What follows belongs to an exercise in optimizing a design on an open flow for small area and a short achievable clock period; a production flow would make more cautious choices. Only simulation tests tie the RTL to the original design; equivalence was not proved.

==> flow/design.v <==
module QR_decomposition_v2(clk, rst_n,valid, in_1, in_2, in_3, in_4, out_1, out_2, out_3, out_4);
	parameter HOLD = 4;  
	input clk;
	input rst_n;
	input valid;  
	input signed [17-1:0] in_1, in_2, in_3, in_4;
	output signed [17-1:0] out_1, out_2, out_3, out_4;
	reg [2:0] counter;
	always @(posedge clk, negedge rst_n)begin
		if(!rst_n)begin
			counter <= 0;
		end
		else begin
			counter <= (valid)? (counter==3'd7)? 6'd0 : counter+1'b1 : counter;
		end
	end
	reg signed [17-1:0] in_skew_3[1*HOLD-1:0], in_skew_4[2*HOLD-1:0];
	reg signed [17-1:0] DU2[HOLD-1:0], DU3[HOLD-1:0];
	always @(posedge clk, negedge rst_n)begin
		if(!rst_n)begin
			in_skew_3[0] <= 17'd0;
			in_skew_4[0] <= 17'd0;
		end
		else begin
			in_skew_3[0] <= in_3;
			in_skew_4[0] <= in_4;
		end
	end
	generate
		genvar idx;
		for(idx=1; idx<1*HOLD; idx=idx+1)begin : in_skew_3_save
			always @(posedge clk, negedge rst_n)begin
				if(!rst_n)begin
					in_skew_3[idx] <= 17'd0;
				end
				else begin
					in_skew_3[idx] <= in_skew_3[idx-1];
				end
			end
		end
		for(idx=1; idx<2*HOLD; idx=idx+1)begin : in_skew_4_save
			always @(posedge clk, negedge rst_n)begin
				if(!rst_n)begin
					in_skew_4[idx] <= 17'd0;
				end
				else begin
					in_skew_4[idx] <= in_skew_4[idx-1];
				end
			end
		end
	endgenerate
	wire signed [17-1:0] xin_PE[6:1], yin_PE[6:1];
	wire signed [17-1:0] xout_PE[6:1], yout_PE[6:1];
	wire signed [16-1:0] angle_in_PE[6:1], angle_out_PE[6:1];
	reg signed [16-1:0] angle_dff_PE[6:1];
	wire map_flag_in_PE[6:1], map_flag_out_PE[6:1];
	reg map_flag_dff_PE[6:1];
	wire mode_in_PE[6:1], mode_out_PE[6:1];
	wire rote_zero_PE[6:1];
	assign xin_PE[1] = in_1;
	assign yin_PE[1] = in_2;
	assign xin_PE[2] = xout_PE[1];
	assign yin_PE[2] = in_skew_3[1*HOLD-1];
	assign xin_PE[3] = xout_PE[2];
	assign yin_PE[3] = in_skew_4[2*HOLD-1];
	assign mode_in_PE[1] = (counter ==         1'b0)? 1'b0: 1'b1;
	assign mode_in_PE[2] = (counter == ((1*HOLD)%8))? 1'b0: 1'b1;
	assign mode_in_PE[3] = (counter == ((2*HOLD)%8))? 1'b0: 1'b1;
	generate
		for(idx=1;idx<=3;idx=idx+1)begin : first_row_PE
			CORDIC_PE first_row_PE (.clk(clk), .rst_n(rst_n), .mode(mode_in_PE[idx]), .x(xin_PE[idx]), .y(yin_PE[idx]),
				 .angle(angle_in_PE[idx]), .map_flag(map_flag_in_PE[idx]), .rote_zero_in(1'b0),
				 .x_out(xout_PE[idx]), .y_out(yout_PE[idx]), 
				 .angle_out(angle_out_PE[idx]), .map_flag_out(map_flag_out_PE[idx]), .mode_out(mode_out_PE[idx]));
		end
		for (idx=1;idx<=3;idx=idx+1)begin : first_row_angle
			assign angle_in_PE[idx] = (mode_in_PE[idx])? angle_dff_PE[idx] : $signed(0);
		end
		for (idx=1;idx<=3;idx=idx+1)begin : first_row_flag
			assign map_flag_in_PE[idx] = (mode_in_PE[idx])? map_flag_dff_PE[idx] : $signed(0);
		end
		for (idx=1;idx<=3;idx=idx+1)begin : first_row_angle_dff
			always@(posedge clk, negedge rst_n)begin
				if(!rst_n) begin
					angle_dff_PE[idx] <= 16'd0;
				end
				else begin
					angle_dff_PE[idx] <= (mode_out_PE[idx]==1'b1)? angle_dff_PE[idx] : angle_out_PE[idx];
				end
			end
		end
		for (idx=1;idx<=3;idx=idx+1)begin : first_row_flag_dff
			always@(posedge clk, negedge rst_n)begin
				if(!rst_n) begin
				 map_flag_dff_PE[idx] <= 16'd0;
				end
				else begin
				 map_flag_dff_PE[idx] <= (mode_out_PE[idx]==1'b1)? map_flag_dff_PE[idx] : map_flag_out_PE[idx];
				end
			end
		end
	endgenerate
	assign xin_PE[4] = DU2[HOLD-1];
	assign yin_PE[4] = yout_PE[2];
	assign xin_PE[5] = xout_PE[4];
	assign yin_PE[5] = yout_PE[3];
	assign mode_in_PE[4] = (counter == (((2*HOLD+1)%8)))? 1'b0: 1'b1;
	assign mode_in_PE[5] = (counter == (((3*HOLD+1)%8)))? 1'b0: 1'b1;
	assign rote_zero_PE[4] = (counter == ((2*HOLD)%8))? 1'b1: 1'b0;
	assign rote_zero_PE[5] = (counter == ((3*HOLD)%8))? 1'b1: 1'b0;
	always @(posedge clk, negedge rst_n)begin
		if(!rst_n)begin
			DU2[0] <= 17'd0;
		end
		else begin
			DU2[0] <= yout_PE[1];
		end
	end
	generate 
		for(idx=1; idx<HOLD; idx=idx+1)begin : DU2_save
			always @(posedge clk, negedge rst_n)begin
				if(!rst_n)begin
					DU2[idx] <= 17'd0;
				end
				else begin
					DU2[idx] <= DU2[idx-1];
				end
			end
		end
		for(idx=4;idx<=5;idx=idx+1)begin : second_row_PE
			CORDIC_PE second_row_PE (.clk(clk), .rst_n(rst_n), .mode(mode_in_PE[idx]), .x(xin_PE[idx]), .y(yin_PE[idx]),
				 .angle(angle_in_PE[idx]), .map_flag(map_flag_in_PE[idx]), .rote_zero_in(rote_zero_PE[idx]),
				 .x_out(xout_PE[idx]), .y_out(yout_PE[idx]), 
				 .angle_out(angle_out_PE[idx]), .map_flag_out(map_flag_out_PE[idx]), .mode_out(mode_out_PE[idx]));
		end
		for (idx=4;idx<=5;idx=idx+1)begin : second_row_angle
			assign angle_in_PE[idx] = (mode_in_PE[idx])? angle_dff_PE[idx] : $signed(0);
		end
		for (idx=4;idx<=5;idx=idx+1)begin : second_row_flag
			assign map_flag_in_PE[idx] = (mode_in_PE[idx])? map_flag_dff_PE[idx] : $signed(0);
		end
		for (idx=4;idx<=5;idx=idx+1)begin : second_row_angle_dff
			always@(posedge clk, negedge rst_n)begin
				if(!rst_n) begin
					angle_dff_PE[idx] <= 16'd0;
				end
				else begin
					angle_dff_PE[idx] <= (mode_out_PE[idx]==1'b1)? angle_dff_PE[idx] : angle_out_PE[idx];
				end
			end
		end
		for (idx=4;idx<=5;idx=idx+1)begin : second_row_flag_dff
			always@(posedge clk, negedge rst_n)begin
				if(!rst_n) begin
				 map_flag_dff_PE[idx] <= 16'd0;
				end
				else begin
				 map_flag_dff_PE[idx] <= (mode_out_PE[idx]==1'b1)? map_flag_dff_PE[idx] : map_flag_out_PE[idx];
				end
			end
		end
	endgenerate
	assign xin_PE[6] = DU3[HOLD-1];
	assign yin_PE[6] = yout_PE[5];
	assign mode_in_PE[6] =  (counter == ((4*HOLD+2)%8))? 1'b0: 1'b1;
	assign rote_zero_PE[6] = (counter ==  ((4*HOLD+1)%8) || counter == ((4*HOLD)%8))? 1'b1: 1'b0;
	always @(posedge clk, negedge rst_n)begin
		if(!rst_n)begin
			DU3[0] <= 17'd0;
		end
		else begin
			DU3[0] <= yout_PE[4];
		end
	end
	generate 
		for(idx=1; idx<HOLD; idx=idx+1)begin : DU3_save
			always @(posedge clk, negedge rst_n)begin
				if(!rst_n)begin
					DU3[idx] <= 17'd0;
				end
				else begin
					DU3[idx] <= DU3[idx-1];
				end
			end
		end
		for(idx=6;idx<=6;idx=idx+1)begin : third_row_PE
			CORDIC_PE third_row_PE (.clk(clk), .rst_n(rst_n), .mode(mode_in_PE[idx]), .x(xin_PE[idx]), .y(yin_PE[idx]),
				 .angle(angle_in_PE[idx]), .map_flag(map_flag_in_PE[idx]), .rote_zero_in(rote_zero_PE[idx]),
				 .x_out(xout_PE[idx]), .y_out(yout_PE[idx]), 
				 .angle_out(angle_out_PE[idx]), .map_flag_out(map_flag_out_PE[idx]), .mode_out(mode_out_PE[idx]));
		end
		for (idx=6;idx<=6;idx=idx+1)begin : third_row_angle
			assign angle_in_PE[idx] = (mode_in_PE[idx])? angle_dff_PE[idx] : $signed(0);
		end
		for (idx=6;idx<=6;idx=idx+1)begin : third_row_flag
			assign map_flag_in_PE[idx] = (mode_in_PE[idx])? map_flag_dff_PE[idx] : $signed(0);
		end
		for (idx=6;idx<=6;idx=idx+1)begin : third_row_angle_dff
			always@(posedge clk, negedge rst_n)begin
				if(!rst_n) begin
					angle_dff_PE[idx] <= 16'd0;
				end
				else begin
					angle_dff_PE[idx] <= (mode_out_PE[idx]==1'b1)? angle_dff_PE[idx] : angle_out_PE[idx];
				end
			end
		end
		for (idx=6;idx<=6;idx=idx+1)begin : third_row_flag_dff
			always@(posedge clk, negedge rst_n)begin
				if(!rst_n) begin
				 map_flag_dff_PE[idx] <= 16'd0;
				end
				else begin
				 map_flag_dff_PE[idx] <= (mode_out_PE[idx]==1'b1)? map_flag_dff_PE[idx] : map_flag_out_PE[idx];
				end
			end
		end
	endgenerate
	reg signed [17-1:0] out_skew_2[1*HOLD-1:0], out_skew_1[2*HOLD-1:0];
	always @(posedge clk, negedge rst_n)begin
		if(!rst_n)begin
			out_skew_1[0] <= 17'd0;
			out_skew_2[0] <= 17'd0;
		end
		else begin
			out_skew_1[0] <= xout_PE[3];
			out_skew_2[0] <= xout_PE[5];
		end
	end	
	generate 
		for(idx=1; idx<1*HOLD; idx=idx+1)begin : out_skew_2_save
			always @(posedge clk, negedge rst_n)begin
				if(!rst_n)begin
					out_skew_2[idx] <= 17'd0;
				end
				else begin
					out_skew_2[idx] <= out_skew_2[idx-1];
				end
			end
		end
		for(idx=1; idx<2*HOLD; idx=idx+1)begin : out_skew_1_save
			always @(posedge clk, negedge rst_n)begin
				if(!rst_n)begin
					out_skew_1[idx] <= 17'd0;
				end
				else begin
					out_skew_1[idx] <= out_skew_1[idx-1];
				end
			end
		end
	endgenerate
	assign out_1 = out_skew_1[2*HOLD-1];
	assign out_2 = out_skew_2[1*HOLD-1];
	assign out_3 = xout_PE[6]; 
	assign out_4 = yout_PE[6];
endmodule
module CSD(in, out);
input signed [17-1:0] in;
output signed [17-1:0] out;
wire signed [17-1:0] xbuff1, xbuff3, xbuff6, xbuff9, xbuff12, xbuff14;
wire signed [17-1:0] add_buff1, add_buff2, add_buff3, add_buff4;
assign xbuff1 = in >>> 1;
assign xbuff3 = in >>> 3;
assign xbuff6 = in >>> 6;
assign xbuff9 = in >>> 9;
assign xbuff12= in >>> 12;
assign xbuff14= in >>> 14;
assign add_buff1 = xbuff1+xbuff3;
assign add_buff2 = xbuff6+xbuff9;
assign add_buff3 = xbuff12-xbuff14;
assign out = add_buff1 - add_buff2 -add_buff3 ;
endmodule
module CORDIC_PE_Acc(x, y, ang, mode, mu_in, map_in, rote_zero, x_out, y_out, ang_out, mu_out);
parameter SHIFT_STAGE = 0;
parameter signed ELEMENTARY_ANGLE = 16'b0011001001000011;
input signed [17-1:0] x, y;
input signed [16-1:0] ang;
input mode, mu_in, map_in, rote_zero;
output signed [17-1:0] x_out, y_out;
output signed [16-1:0] ang_out;
output mu_out;
wire mu;
assign mu = (rote_zero==1'b0) ? (mode==1'b0)? ((y<0)? 1'b1 : 1'b0) : ((map_in==1'b0)? mu_in : ~mu_in): ((ang<0)? 1'b0:1'b1);
assign mu_out = (rote_zero==1'b0) ? (mode==1'b0)? mu : mu_in : mu;
wire signed [17-1:0] Y_SHIFT, X_SHIFT;
assign X_SHIFT = (x>>>SHIFT_STAGE);
assign Y_SHIFT = (y>>>SHIFT_STAGE);
wire signed [17-1:0] Y_pre_add, X_pre_add;
assign X_pre_add = (mu==1'b1)? X_SHIFT : -(X_SHIFT);
assign Y_pre_add = (mu==1'b0)? Y_SHIFT : -(Y_SHIFT);
wire signed [16-1:0] ang_pre_add;
assign ang_pre_add = (mu==1'b0) ? ELEMENTARY_ANGLE : -(ELEMENTARY_ANGLE);
assign x_out = x + Y_pre_add;
assign y_out = X_pre_add + y;
assign ang_out = (rote_zero==1'b0)? (x|y)? ang + ang_pre_add : $signed(0) : ang+ang_pre_add;
endmodule
module CORDIC_PE(clk, rst_n, mode, x, y, angle, map_flag, rote_zero_in, x_out, y_out, angle_out, map_flag_out, mode_out);
	parameter DISTANCE = 7;  
	parameter DIVIDE = 6; 	 
	input clk, rst_n;
	input mode, map_flag, rote_zero_in;
	input signed [17-1:0] x, y;
	input signed [16-1:0] angle;
	output reg signed [17-1:0] x_out, y_out;
	output reg signed [16-1:0] angle_out;
	output reg map_flag_out;
	output reg mode_out;
		wire mode_in [13-1:0];
		wire map_in [13-1:0];
		wire rote_zero [13-1:0];
		reg mu_data[13-1:0];
		wire mu_in [13-1:0], mu_out[13-1:0];
		reg mode_data [2:0];
		reg map_data [2:0];
		reg rote_zero_data[2:0];
		reg signed [17-1:0] x_data [2:0], y_data [2:0];
		reg signed [16-1:0] angle_data [2:0];
	always @(posedge clk, negedge rst_n)begin
		if(!rst_n) begin
			mode_data[0] <= 1'b0;
			map_data[0] <= 1'b0;
			rote_zero_data[0] <= 1'b0;
			x_data[0] <= 17'd0;
			y_data[0] <= 17'd0;
			angle_data[0] <= 16'd0;
		end
		else begin
			mode_data[0] <= mode;
			map_data[0] <= (mode==1'b0)? (x<0)? 1'b1: 1'b0: map_data[0];
			rote_zero_data[0] <= rote_zero_in;
			x_data[0] <= (!rote_zero_in)? (mode==1'b0)? ((x<0)? -x: x): ((map_data[0]==1'b1)? -x: x): x;
			y_data[0] <= (!rote_zero_in)? (mode==1'b0)? y : ((map_data[0]==1'b1)? -y: y): y;
			angle_data[0] <= (!rote_zero_in)? (mode==1'b0)? 16'd0 : angle : 16'd0;
		end
	end
	always @(posedge clk, negedge rst_n) begin
		if(!rst_n) begin
			mode_data[2] <= 1'b0;
			map_data[2] <= 1'b0;
			rote_zero_data[2] <= 1'b0;
			x_data[2] <= 17'd0;
			y_data[2] <= 17'd0;
			angle_data[2] <= 16'd0;
		end
		else begin
			mode_data[2] <= mode_data[2-1];
			map_data[2] <= map_data[2-1];
			rote_zero_data[2] <= rote_zero_data[2-1];
			x_data[2] <= acc_stage[13-1].x_acc_out;
			y_data[2] <= acc_stage[13-1].y_acc_out;
			angle_data[2] <= acc_stage[13-1].ang_acc_out;
		end
	end
	wire signed [17-1:0] origin_x, origin_y, mapped_x, mapped_y;
	assign origin_x = x_data[2];
	assign origin_y = y_data[2];
	CSD scaling_x(.in(origin_x), .out(mapped_x));
	CSD scaling_y(.in(origin_y), .out(mapped_y));
	always @(posedge clk, negedge rst_n)begin
		if(!rst_n)begin
			x_out <= 17'd0;
			y_out <= 17'd0;
			angle_out <= 16'd0;
			map_flag_out <= 1'b0;
			mode_out <= 1'b1;
		end
		else begin
			x_out <= mapped_x; 
			y_out <= mapped_y;
			angle_out <= (mode_data[2]==1'b0)? (map_data[2])? -angle_data[2] : angle_data[2] : angle_data[2] ;
			map_flag_out <= map_data[2];
			mode_out <= mode_data[2];
		end
	end
	assign mode_in[0] = mode_data[0];
	assign map_in[0] = map_data[0];
	assign rote_zero[0] = rote_zero_data[0];
	parameter [16*13-1:0] elementary_angle = {
	16'b0011001001000011,
	16'b0001110110101100,
	16'b0000111110101101,
	16'b0000011111110101,
	16'b0000001111111110,
	16'b0000000111111111,
	16'b0000000011111111,
	16'b0000000001111111,
	16'b0000000000111111,
	16'b0000000000011111,
	16'b0000000000001111,
	16'b0000000000000111,
	16'b0000000000000011};
		genvar idx;
		generate
			for(idx=0; idx<13; idx=idx+1)begin : acc_stage
				wire signed [17-1:0] x_acc_in, y_acc_in, x_acc_out, y_acc_out;
				wire signed [16-1:0] ang_acc_in, ang_acc_out;
				if(idx == 0) begin : first
					assign x_acc_in = x_data[0];
					assign y_acc_in = y_data[0];
					assign ang_acc_in = angle_data[0];
				end
				else if(((idx%DISTANCE) == 0)) begin : from_reg
					assign x_acc_in = x_data[(idx/DISTANCE)];
					assign y_acc_in = y_data[(idx/DISTANCE)];
					assign ang_acc_in = angle_data[(idx/DISTANCE)];
				end
				else begin : from_prev
					assign x_acc_in = acc_stage[idx-1].x_acc_out;
					assign y_acc_in = acc_stage[idx-1].y_acc_out;
					assign ang_acc_in = acc_stage[idx-1].ang_acc_out;
				end
				CORDIC_PE_Acc #(.ELEMENTARY_ANGLE(elementary_angle[16*(13-idx-1) +: 16]), .SHIFT_STAGE(idx)) 
				  Stage_(.x(x_acc_in), .y(y_acc_in), .ang(ang_acc_in), .mode(mode_in[idx]), .mu_in(mu_in[idx]), .map_in(map_in[idx]), .rote_zero(rote_zero[idx]),
				         .x_out(x_acc_out), .y_out(y_acc_out),.ang_out(ang_acc_out),.mu_out(mu_out[idx]));
			end
			for(idx=0;idx<13;idx=idx+1)begin : mu_data_save
				always @(posedge clk, negedge rst_n)begin
					if(!rst_n) begin
						mu_data[idx] <= 1'b0;
					end
					else begin
						mu_data[idx] <= mu_out[idx];
					end
				end
				assign mu_in[idx] = mu_data[idx];
			end
			for(idx=1; idx<13; idx=idx+1)begin
				if(((idx%DISTANCE) == 0)) begin
					assign mode_in[idx] = mode_data[(idx/DISTANCE)];
					assign map_in[idx] = map_data[(idx/DISTANCE)];
					assign rote_zero[idx] = rote_zero_data[(idx/DISTANCE)];
				end
				else begin
					assign mode_in[idx] = mode_data[((idx-(idx%DISTANCE))/DISTANCE)];
					assign map_in[idx] = map_data[((idx-(idx%DISTANCE))/DISTANCE)];
					assign rote_zero[idx] = rote_zero_data[((idx-(idx%DISTANCE))/DISTANCE)];
				end
			end
			for(idx=0; idx<13; idx=idx+1)begin
				if(!((idx==13-1)&&(DIVIDE==0)))begin
					if((idx)%DISTANCE== (DISTANCE-1)) begin
						always @(posedge clk, negedge rst_n)begin
							if(!rst_n)begin
								mode_data[(idx+1)/DISTANCE] <= 1'b0;
								map_data[(idx+1)/DISTANCE] <= 1'b0;
								rote_zero_data[(idx+1)/DISTANCE] <= 1'b0;
								x_data[(idx+1)/DISTANCE] <= 17'd0;		
								y_data[(idx+1)/DISTANCE] <= 17'd0;		
								angle_data[(idx+1)/DISTANCE] <= 16'd0;		
							end
							else begin
								mode_data[(idx+1)/DISTANCE] <= mode_data[(idx+1)/DISTANCE-1];
								map_data[(idx+1)/DISTANCE] <= map_data[(idx+1)/DISTANCE-1];
								rote_zero_data[(idx+1)/DISTANCE] <= rote_zero_data[(idx+1)/DISTANCE-1];
								x_data[(idx+1)/DISTANCE] <= acc_stage[idx].x_acc_out;
								y_data[(idx+1)/DISTANCE] <= acc_stage[idx].y_acc_out;
								angle_data[(idx+1)/DISTANCE] <= acc_stage[idx].ang_acc_out;
							end
						end
					end
				end
			end
		endgenerate
endmodule
==> flow/run.sh <==
#!/bin/bash
# synth_recipe.tcl (not shown) runs the flow's synth.tcl, then flattens the netlist and writes it again
# the make line also repeats each setting of config.mk as NAME=value (left out here)
make -C /OpenROAD-flow-scripts/flow DESIGN_CONFIG=/design/flow/config.mk WORK_HOME=/design/flow/orfs CLKGATE_MAP_FILE= SYNTH_SCRIPT=/design/flow/synth_recipe.tcl finish
==> flow/config.mk <==
export PLATFORM = sky130hd
export DESIGN_NAME = QR_decomposition_v2
export DESIGN_NICKNAME = QR_decomposition_v2
export VERILOG_FILES = /design/flow/design.v
export SDC_FILE = /design/flow/constraint.sdc
export NUM_CORES = 4
export LEC_CHECK = 0
export ABC_CLOCK_PERIOD_IN_PS = 18000
export CAP_MARGIN = 20
export CORE_MARGIN = 2
export CORE_UTILIZATION = 35
export SETUP_SLACK_MARGIN = 0.5
export SLEW_MARGIN = 20
==> flow/constraint.sdc <==
create_clock -name core_clock -period 27.0 [get_ports {clk}]
set_input_delay 5.4000 -clock core_clock [delete_from_list [all_inputs] [get_ports {clk}]]
set_output_delay 5.4000 -clock core_clock [all_outputs]
set_load 0.01 [all_outputs]
==> results.sh <==
export IMPL_status="finished clean"
export IMPL_yosys_area_top_type="ha_1"
export IMPL_timing_slew_headroom_pct=18.2
export IMPL_finalSetupViolCount=0
export IMPL_synth_seq_cells=1706
export IMPL_reg2reg_from="second_row_PE[5].second_row_PE.x_data[0][6]$_DFF_PN0_"
export IMPL_core_mm2=0.711
export IMPL_rrSetupSlack_ns=2.21
export IMPL_reg2reg_depth=119
export IMPL_nNetsFinal=35304
export IMPL_synth_top_area_share_pct=19.1
export IMPL_arrival_ns=25.55
export IMPL_fin_setup_tns_ns=0
export IMPL_min_period_ns=24.79
export IMPL_io_pins=139
export IMPL_die_h_um=848
export IMPL_cts_htree_levels=4
export IMPL_overflow=0
export IMPL_place_inst=40013
export IMPL_endpoint_kind="flop"
export IMPL_drive_above_1_share_pct=4.49
export IMPL_fin_area_mm2=0.272
export IMPL_vias=212979
export IMPL_synth_edf_count=0
export IMPL_grt_pass1_vias=207631
export IMPL_r2r_end="second_row_PE[5].second_row_PE.y_data[1][16]$_DFF_PN0_"
export IMPL_start_kind="flop"
export IMPL_yosys_top_cells_area="ha_1 (19%), dfrtp_1 (17%), xnor2_1 (11%), a21oi_1 (5.6%), fa_1 (5.2%)"
export IMPL_area_growth_pct=9.08
export IMPL_wl_per_cell_um=16.7
export IMPL_slew_violations=0
export IMPL_dpl_hpwl_mm=560
export IMPL_grt_first_pass_wirelength_mm=1090
export IMPL_drtIter0Drc=13341
export IMPL_synthesis_nets=35086
export IMPL_crit_end="second_row_PE[5].second_row_PE.y_data[1][16]$_DFF_PN0_"
export IMPL_mostFrequentLayoutCell="ha_1"
export IMPL_synth_seq_area_share_pct=17.1
export IMPL_n_fill_cell=72696
export IMPL_cts_buffers=210
export IMPL_path_clk_slew_ns=0.06
export IMPL_postSynth_asyncResetShare_pct=100
export IMPL_required_ns=27.76
export IMPL_clock_latency_ns=0.98
export IMPL_mostFrequentLayoutCells="ha_1 (3,808), xnor2_1 (3,152), inv_1 (3,041), a21oi_1 (2,764), nor2_1 (2,480)"
export IMPL_clock_sinks=1706
export IMPL_placed_cell_area_mm2=0.263
export IMPL_synth_area_per_cell_um2=8.16
export IMPL_die_area_mm2=0.719
export IMPL_fin_cells=40468
export IMPL_grt_max_degree=156
export IMPL_grt_total_usage_pct=18.2
export IMPL_drc=0
export IMPL_dp_slack_ns=0.554
export IMPL_slowest_delay_ns=0.59
export IMPL_dieWidth_um=848
export IMPL_worst_pin_slew_ns=1.21
export IMPL_layout_setup_ws_ns=2.21
export IMPL_cp_startpoint="second_row_PE[5].second_row_PE.x_data[0][6]$_DFF_PN0_"
export IMPL_cts_tree="built"
export IMPL_drt_total_wl_mm=677
export IMPL_finish_utilization_pct=38.2
export IMPL_fmax_mhz=40.3
export IMPL_rsz0062_at_grt="false"
export IMPL_crit_fanout=14
export IMPL_slowest_stage="or4_4"
export IMPL_fin_skew_ns=0.114
export IMPL_ant_nets=0
export IMPL_gp_congestion=0.909
export IMPL_max_cap_viol_count=0
export IMPL_start_util_pct=35.1
export IMPL_rows=310
export IMPL_syn_cell_area_mm2=0.249
export IMPL_yosysWarnings=32
export IMPL_ys_flop_type="dfrtp_1"
export IMPL_drtPass1Iterations=7
export IMPL_fin_crit_sh_pct=91.8
export IMPL_antenna_found_initial=18
export IMPL_timing_final_hold_violations=0
export IMPL_syn_instance_count=30560
export IMPL_routed_via_density=5.26
export IMPL_root_buffer="clkbuf_16"
export IMPL_portBuffers=138
export IMPL_worstSetupPathType="flop to flop"
export IMPL_hp_class="flop to flop"
export IMPL_synthDistinctLibCells=127
export IMPL_clockBufferDepth=4
export IMPL_cpMostUsedCell="a21oi_1"
## through the flow
stage | hold slack [ns]
global placement | 0.333
floorplan | 0.331
detailed placement | 0.335
global route | 0.322
finish | 0.317
CTS | 0.314
## how the worst min path moves through the flow
stage                                                          from                   endpoint  slack [ns]  cells after the start
floorplan           first_row_PE[1].first_row_PE.y_out[0]$_DFF_PN0_        DU2[0][0]$_DFF_PN0_        0.33                      0
global placement                                DU3[2][7]$_DFF_PN0_        DU3[3][7]$_DFF_PN0_        0.33                      0
detailed placement  first_row_PE[1].first_row_PE.y_out[0]$_DFF_PN0_        DU2[0][0]$_DFF_PN0_        0.33                      0
CTS                                       in_skew_4[3][6]$_DFF_PN0_  in_skew_4[4][6]$_DFF_PN0_        0.31                      0
global route                              in_skew_4[3][6]$_DFF_PN0_  in_skew_4[4][6]$_DFF_PN0_        0.32                      0
finish                                    in_skew_4[3][6]$_DFF_PN0_  in_skew_4[4][6]$_DFF_PN0_        0.32                      0
## state kept, by name (all words and copies together) (netlist names), 26 cells and up
name and cells:
first_row_PE.first_row_PE.x_data 150, out_skew_2 68, second_row_PE.second_row_PE.y_data 100, second_row_PE.second_row_PE.angle_data 96, third_row_PE.third_row_PE.y_data 50, second_row_PE.second_row_PE.angle_out 32, second_row_PE.second_row_PE.x_out 34, DU3 68
first_row_PE.first_row_PE.x_out 51, second_row_PE.second_row_PE.y_out 34, in_skew_4 136, first_row_PE.first_row_PE.mu_data 39, third_row_PE.third_row_PE.x_data 50, angle_dff_PE 48, in_skew_3 68, first_row_PE.first_row_PE.y_out 51
out_skew_1 136, second_row_PE.second_row_PE.x_data 100, third_row_PE.third_row_PE.angle_data 48, second_row_PE.second_row_PE.mu_data 26, first_row_PE.first_row_PE.y_data 150, DU2 68
## worst max-delay path, delay by kind of cell, from the launching register on
family / cells / cell delay (ns)
AO/OA/AOI/OAI: 71 / 13.48
multiplexers: 2 / 0.64
buffers and inverters: 4 / 0.54
adder cells (fa/ha/maj): 7 / 2.75
flip-flops: 1 / 0.43
AND/OR/NAND/NOR: 23 / 4.83
XOR/XNOR: 12 / 1.91
## final cells by class
cell class	count	area (um2)	area share, %
diodes	5	12.5	0.00460
clock buffers	256	5670	2.08
clock inverters	125	1600	0.589
inverters	3080	11600	4.27
multi-input cells	25263	194000	71.4
flip-flops and latches	1706	42700	15.7
well taps	9516	11900	4.38
repair buffers	516	4360	1.60
repair inverters	1	5.00	0.00184
## per-layer routing
layer	global-route usage (%)	wire (um)	up-vias
met1	24.5	317000	101515
met3	1.35	23700	779
li1	-	-	106934
met4	3.68	14600	4
met5	0	21	-
met2	31.8	322000	3747
## timing repair
action	4_1_cts	5_1_grt
setup endpoints to repair	1	275
gates resized for setup	1	294
pin swaps	0	32
hold buffers	0	0
setup buffers	0	64
gates cloned	0	5
## synthesized netlist by cell type (all sizes together), types with 123 or more instances
cell type  count
o31ai        284
a21oi       2786
or3          326
or2          148
fa           645
nand3        369
o21ai       1699
nor3         601
nand2       1798
and3         161
a21o        1011
and2         189
mux2         139
nor2b        280
dfrtp       1703
o211ai       123
ha          3810
xnor2       3174
a211oi       147
nand2b       345
inv         3070
nor4         194
a21boi       135
xor2        1438
a31oi        155
o21bai      1099
o21a         211
nor2        2492
clkbuf       423
or4          171
## cells by family (layout without fill, tap and decap cells)
kind of cell / count (synthesis) / in the layout / share of synthesized area [%]
AOI/OAI and AO/OA: 8400 / 8402 / 21.2
DFF: 1706 / 1706 / 17.1
buffers and inverters: 3594 / 3978 / 5.44
and+or+nand+nor: 7533 / 7533 / 14.5
xor gates and xnor gates: 4624 / 4624 / 16.4
adders and majority gates: 4460 / 4460 / 24.3
muxes: 243 / 244 / 1.06
other: 0 / 5 / 0

## port drivers added, routing unchanged
The flow's constraints put no driver on any port. The routed layout listed below was extracted and timed again, unchanged, in two steps.
Step 1: set_driving_cell puts a clkbuf_16 on clk and a buf_2 on each other input, an assumption about the parent block.
Step 2, shift: input delay + t, output delay - t, t = (earliest + latest rising clock arrival at the registers) / 2. This alone moves slack from input paths to output paths.
Slacks: ideal / step 1 / step 2; pairs: ideal / step 1.
t (ns): 1.060
setup WS [ns]: 2.212 / 2.212 / 2.212
latest minus earliest clock arrival (ns): 0.132 / 0.133
After both steps this run still meets setup and hold. For this run, drivers alone change the setup slack by 0.000 ns; drivers and shift together by 0.000 ns.
